What follows belongs to an exercise in optimizing a design on an open flow for small area, a short achievable clock period and few clock cycles; a production flow would make more cautious choices. RTL that was checked went through simulation tests only; none was proved equivalent to the original. Power figures rest on the tool's default switching activity, not on a simulated workload.

==> wip/tundra: inputs <==
==> flow/design.v <==
`timescale 1ns / 1ps
module mul;
endmodule
`timescale 1ns / 1ps
module cuberoot(input [7:0] a_i, input [7:0] b_i, output [2:0] y);
wire n1;
wire n2;
wire n3;
wire n4;
wire n5;
wire n6;
wire n7;
wire n8;
wire n9;
wire n10;
wire n11;
wire n12;
wire n13;
wire n14;
wire n15;
wire n16;
wire n17;
wire n18;
wire n19;
wire n20;
wire n21;
wire n22;
wire n23;
wire n24;
wire n25;
wire n26;
wire n27;
wire n28;
wire n29;
wire n30;
wire n31;
wire n32;
wire n33;
wire n34;
wire n35;
wire n36;
wire n37;
wire n38;
wire n39;
wire n40;
wire n41;
wire n42;
wire n43;
wire n44;
wire n45;
wire n46;
wire n47;
wire n48;
wire n49;
wire n50;
wire n51;
wire n52;
wire n53;
wire n54;
wire n55;
wire n56;
wire n57;
wire n58;
wire n59;
wire n60;
wire n61;
wire n62;
wire n63;
wire n64;
wire n65;
wire n66;
wire n67;
wire n68;
wire n69;
wire n70;
wire n71;
wire n72;
wire n73;
wire n74;
wire n75;
wire n76;
wire n77;
wire n78;
wire n79;
wire n80;
wire n81;
wire n82;
wire n83;
wire n84;
wire n85;
assign n1 = ~b_i[5] & ~b_i[6];
assign n2 = ~b_i[4] & n1;
assign n3 = ~b_i[5] & ~b_i[7];
assign n4 = ~b_i[6] & b_i[7];
assign n5 = ~n3 & ~n4;
assign n6 = ~n2 & ~n5;
assign n7 = ~b_i[2] & ~b_i[3];
assign n8 = b_i[5] & b_i[7];
assign n9 = ~b_i[4] & ~n8;
assign n10 = n7 & n9;
assign n11 = ~n4 & n10;
assign n12 = ~n6 & ~n11;
assign n13 = b_i[6] & ~b_i[7];
assign n14 = ~n2 & ~n13;
assign n15 = n12 & n14;
assign n16 = ~b_i[0] & ~b_i[1];
assign n17 = ~b_i[2] & n16;
assign n18 = b_i[3] & ~n17;
assign n19 = ~n12 & ~n14;
assign n20 = ~n18 & ~n19;
assign n21 = ~n15 & n20;
assign n22 = n7 & n16;
assign n23 = ~b_i[4] & ~n1;
assign n24 = ~b_i[7] & ~n23;
assign n25 = ~n8 & ~n24;
assign n26 = ~n22 & ~n25;
assign n27 = ~n21 & n26;
assign n28 = b_i[4] & n8;
assign n29 = ~n2 & ~n10;
assign n30 = ~n3 & ~n29;
assign n31 = ~n28 & ~n30;
assign n32 = ~n27 & n31;
assign n33 = ~a_i[0] & n32;
assign n34 = ~a_i[2] & ~n14;
assign n35 = a_i[2] & n14;
assign n36 = ~n34 & ~n35;
assign n37 = a_i[1] & n12;
assign n38 = ~n36 & ~n37;
assign n39 = ~a_i[1] & ~n12;
assign n40 = ~a_i[6] & ~n39;
assign n41 = n38 & ~n40;
assign n42 = n33 & n41;
assign n43 = ~a_i[6] & ~n42;
assign n44 = ~a_i[7] & ~n43;
assign n45 = ~b_i[6] & ~b_i[7];
assign n46 = a_i[3] & ~n45;
assign n47 = ~a_i[4] & ~n46;
assign n48 = a_i[7] & n47;
assign n49 = ~a_i[3] & n45;
assign n50 = a_i[4] & ~n49;
assign n51 = ~n35 & ~n50;
assign n52 = a_i[0] & ~n39;
assign n53 = ~n32 & n52;
assign n54 = ~n37 & ~n53;
assign n55 = n36 & ~n54;
assign n56 = n51 & ~n55;
assign n57 = ~n48 & ~n56;
assign n58 = ~a_i[4] & n49;
assign n59 = ~a_i[7] & ~n58;
assign n60 = ~a_i[5] & ~n59;
assign n61 = ~n57 & n60;
assign n62 = ~n44 & n61;
assign n63 = ~n35 & ~n46;
assign n64 = ~n55 & n63;
assign n65 = n50 & ~n64;
assign n66 = a_i[5] & n65;
assign n67 = ~a_i[6] & ~a_i[7];
assign n68 = n66 & n67;
assign n69 = ~n37 & ~n39;
assign n70 = a_i[6] & ~n69;
assign n71 = ~n38 & ~n70;
assign n72 = n33 & ~n71;
assign n73 = ~n47 & ~n51;
assign n74 = ~n41 & n73;
assign n75 = ~n72 & n74;
assign n76 = a_i[5] & ~a_i[6];
assign n77 = ~a_i[7] & ~n76;
assign n78 = ~n75 & n77;
assign n79 = ~n65 & n78;
assign n80 = a_i[5] & ~a_i[7];
assign n81 = a_i[6] & ~n80;
assign n82 = ~n79 & ~n81;
assign n83 = ~n68 & n82;
assign y[0] = ~(~n62 & ~n83);
assign y[2] = ~(~n66 & n67);
assign n84 = a_i[6] & a_i[7];
assign n85 = y[2] & ~n84;
assign y[1] = ~n61 & ~n85;
endmodule
`timescale 1ns / 1ps
module root;
endmodule
`timescale 1ns / 1ps
module lab2(
    input clk_i,
    input rst_i,
    input [7:0] a_i,
    input [7:0] b_i,
    input start_i,
    output wire busy_o,
    output wire [3:0] y_bo
);
wire [2:0] y_next;
reg  [2:0] y;
cuberoot cuberoot_inst (.a_i(a_i), .b_i(b_i), .y(y_next));
assign busy_o = 1'b0;
assign y_bo = {1'b0, y};
always @(posedge clk_i)
    if (start_i && !rst_i)
        y <= y_next;
endmodule
==> flow/flow/run.sh <==
#!/bin/bash
# The standard layout, with two changes: synthesis maps the logic with ABC's
# area-oriented &nf mapper (flow/abc.script) instead of ORFS's script, and the
# port buffers are plain buf_1 cells. Everything else, the registers included,
# is the standard synthesis and flow.
set -euo pipefail
work=$PWD
cat > $work/flow_synth.tcl <<EOT
proc abc {args} {
  set i [lsearch -exact \$args -script]
  if {\$i >= 0} { set args [lreplace \$args \$i [expr {\$i + 1}] -script $work/flow/abc.script] }
  yosys abc {*}\$args
}
source $work/synth_recipe.tcl
EOT
bash standard.sh SYNTH_SCRIPT=$work/flow_synth.tcl \
  "BUFFER_PORTS_ARGS=-buffer_cell sky130_fd_sc_hd__buf_1" finish > $work/flow.log 2>&1
==> flow/flow/abc.script <==
&get -n
&dch
&nf -R 1000
&put
==> flow/standard.sh <==
#!/bin/bash
# synth_recipe.tcl (not shown) runs the flow's synth.tcl, then flattens the netlist and writes it again
# the make line also repeats each setting of config.mk as NAME=value (left out here)
make -C /OpenROAD-flow-scripts/flow DESIGN_CONFIG=/design/flow/config.mk WORK_HOME=/design/flow/orfs CLKGATE_MAP_FILE= SYNTH_SCRIPT=/design/flow/synth_recipe.tcl "${@:-finish}"
==> flow/config.mk <==
export PLATFORM = sky130hd
export DESIGN_NAME = lab2
export DESIGN_NICKNAME = lab2
export VERILOG_FILES = /design/flow/design.v
export SDC_FILE = /design/flow/constraint.sdc
export NUM_CORES = 4
export LEC_CHECK = 0
export CAP_MARGIN = 20
export CORE_AREA = 2 2 60 60
export DIE_AREA = 0 0 62 62
export SETUP_SLACK_MARGIN = 1.5
export SLEW_MARGIN = 20
==> flow/constraint.sdc <==
create_clock -name core_clock -period 5.0 [get_ports {clk_i}]
set_input_delay 1.0000 -clock core_clock [delete_from_list [all_inputs] [get_ports {clk_i}]]
set_output_delay 1.0000 -clock core_clock [all_outputs]
set_load 0.01 [all_outputs]
==> wip/indigo: changes against wip/tundra <==
==> flow/design.v, changed modules only <==
module cuberoot(input [7:0] a_i, input [7:0] b_i, output [2:0] y);
wire n1;
wire n2;
wire n3;
wire n4;
wire n5;
wire n6;
wire n7;
wire n8;
wire n9;
wire n10;
wire n11;
wire n12;
wire n13;
wire n14;
wire n15;
wire n16;
wire n17;
wire n18;
wire n19;
wire n20;
wire n21;
wire n22;
wire n23;
wire n24;
wire n25;
wire n26;
wire n27;
wire n28;
wire n29;
wire n30;
wire n31;
wire n32;
wire n33;
wire n34;
wire n35;
wire n36;
wire n37;
wire n38;
wire n39;
wire n40;
wire n41;
wire n42;
wire n43;
wire n44;
wire n45;
wire n46;
wire n47;
wire n48;
wire n49;
wire n50;
wire n51;
wire n52;
wire n53;
wire n54;
wire n55;
wire n56;
wire n57;
wire n58;
wire n59;
wire n60;
wire n61;
wire n62;
wire n63;
wire n64;
wire n65;
wire n66;
wire n67;
wire n68;
wire n69;
wire n70;
wire n71;
wire n72;
wire n73;
wire n74;
wire n75;
wire n76;
wire n77;
wire n78;
wire n79;
wire n80;
wire n81;
wire n82;
wire n83;
wire n84;
wire n85;
assign n1 = ~b_i[6] & ~b_i[7];
assign n2 = ~a_i[3] & n1;
assign n3 = a_i[4] & ~n2;
assign n4 = a_i[3] & ~n1;
assign n5 = ~b_i[4] & ~b_i[5];
assign n6 = ~b_i[6] & n5;
assign n7 = b_i[6] & ~b_i[7];
assign n8 = ~n6 & ~n7;
assign n9 = a_i[2] & n8;
assign n10 = ~a_i[2] & ~n8;
assign n11 = ~n9 & ~n10;
assign n12 = ~b_i[2] & ~b_i[3];
assign n13 = ~b_i[4] & n12;
assign n14 = ~b_i[5] & b_i[6];
assign n15 = b_i[7] & ~n14;
assign n16 = n13 & ~n15;
assign n17 = ~b_i[5] & ~b_i[7];
assign n18 = ~b_i[6] & b_i[7];
assign n19 = ~n17 & ~n18;
assign n20 = ~n6 & ~n19;
assign n21 = ~n16 & ~n20;
assign n22 = ~a_i[1] & ~n21;
assign n23 = n11 & ~n22;
assign n24 = a_i[1] & n21;
assign n25 = n13 & ~n17;
assign n26 = ~b_i[4] & ~n6;
assign n27 = ~b_i[0] & ~b_i[1];
assign n28 = ~b_i[2] & n27;
assign n29 = ~b_i[3] & n28;
assign n30 = ~n26 & ~n29;
assign n31 = ~n25 & ~n30;
assign n32 = b_i[3] & ~n28;
assign n33 = b_i[5] & ~b_i[6];
assign n34 = ~n14 & ~n33;
assign n35 = ~n13 & n34;
assign n36 = ~n32 & n35;
assign n37 = ~n31 & ~n36;
assign n38 = ~n15 & ~n37;
assign n39 = b_i[6] & ~n29;
assign n40 = ~b_i[4] & ~n32;
assign n41 = ~n39 & n40;
assign n42 = b_i[5] & ~n41;
assign n43 = b_i[7] & ~n5;
assign n44 = ~n42 & n43;
assign n45 = ~n38 & ~n44;
assign n46 = a_i[0] & n45;
assign n47 = ~n24 & ~n46;
assign n48 = n23 & ~n47;
assign n49 = ~n9 & ~n48;
assign n50 = ~n4 & n49;
assign n51 = n3 & ~n50;
assign n52 = ~n11 & ~n24;
assign n53 = ~n48 & ~n52;
assign n54 = ~a_i[0] & ~n45;
assign n55 = ~n23 & n54;
assign n56 = n53 & ~n55;
assign n57 = ~n51 & ~n56;
assign n58 = ~a_i[4] & ~n4;
assign n59 = ~n3 & n49;
assign n60 = ~n58 & ~n59;
assign n61 = a_i[5] & a_i[6];
assign n62 = n60 & n61;
assign n63 = ~n57 & n62;
assign n64 = ~a_i[7] & ~n63;
assign n65 = ~a_i[5] & ~n60;
assign n66 = a_i[6] & a_i[7];
assign n67 = ~n65 & n66;
assign n68 = ~n64 & ~n67;
assign n69 = a_i[5] & n51;
assign n70 = ~a_i[6] & ~a_i[7];
assign y[2] = ~(~n69 & n70);
assign n71 = ~n11 & ~n22;
assign n72 = ~n54 & n71;
assign n73 = ~n53 & ~n72;
assign n74 = n60 & ~n73;
assign n75 = ~a_i[4] & ~a_i[5];
assign n76 = n2 & n75;
assign n77 = n49 & n76;
assign n78 = ~n74 & ~n77;
assign n79 = ~n11 & n22;
assign n80 = n54 & n79;
assign n81 = ~n78 & ~n80;
assign n82 = ~a_i[5] & ~n51;
assign n83 = ~n81 & n82;
assign n84 = ~y[2] & ~n83;
assign y[0] = ~(~n68 & ~n84);
assign n85 = ~y[2] & ~n77;
assign y[1] = ~(~n67 & ~n85);
endmodule
--- a/flow/flow/run.sh
+++ b/flow/flow/run.sh
@@ -16,2 +16,3 @@
 bash standard.sh SYNTH_SCRIPT=$work/flow_synth.tcl \
-  "BUFFER_PORTS_ARGS=-buffer_cell sky130_fd_sc_hd__buf_1" finish > $work/flow.log 2>&1
+  "BUFFER_PORTS_ARGS=-buffer_cell sky130_fd_sc_hd__buf_1" \
+  "CTS_ARGS=-repair_clock_nets -dont_use_dummy_load -sink_clustering_enable -sink_clustering_size 4 -sink_clustering_max_diameter 100 -buf_list sky130_fd_sc_hd__clkbuf_2" finish > $work/flow.log 2>&1
==> flow/flow/abc.script (replaced) <==
&get -n
&dch
&nf -R 1000
&put
topo
upsize
dnsize
==> run summary <==
metric	wip/tundra	wip/indigo
Placement Cell Area	551 um^2	546 um^2
Net load switching power	0.0382 mW	0.0359 mW
Clock network area share	0.0429	0.0268
Final weighted congestion in routability-driven placement	0.717	0.720
Area share of the leading cell type in the synthesized netlist	0.212	0.214
Sequential element share of the synthesized area	0.212	0.214
Group with the largest share of power	the clock network	combinational cells
Sequential share of cell area	0.147	0.161
Max Clock Freq	313 MHz	338 MHz
Share of the clock period used by the worst path after layout	0.638	0.591
Number of cells upsized or downsized after cts	1	0
Filler cell count in the final layout	389	384
Detail Route met3 WL	83 um	95 um
Outcome	complete, no violations	complete, no violations
Total area of multi-input combinational cells	340 um^2	308 um^2
Critical path launch point	b_i[5]	b_i[2]
Worst Hold Path EP	y[0]	y[1]
Number of nets at the end of the flow	110	104
Testbench counts of wip/indigo, summed over its fixed seeds: cycles 3,200.
The RTL of wip/tundra was laid out without a check of its function.

-- port drivers added, routing unchanged --
In the flow no input, the clock included, has a driving cell. The finished layouts below were timed again as built, in two steps.
Step 1: set_driving_cell puts a clkbuf_16 on clk_i and a buf_2 on each other input, an assumption about the parent block.
Step 2 moves the port delays by t, midway between the first and last clock arrival at a register: inputs arrive t later, outputs are due t later. That takes back most of the time a late clock gives input paths.
Three values: ideal, step 1, step 2; two values: the first two.
run	t, ns	setup slack, ns	worst hold slack (ns)	worst setup path after step 2	pins driven straight from the clock port
wip/tundra	0.250	1.809 / 1.802 / 1.552	1.085 / 1.093 / 1.343	input to register	1
wip/indigo	0.210	2.043 / 2.039 / 1.829	1.123 / 1.131 / 1.340	input to register	1
After both steps setup and hold are still met in every run listed. The setup slack of wip/tundra, which loses most, moves by -0.007 ns with the drivers and by -0.257 ns with both steps.
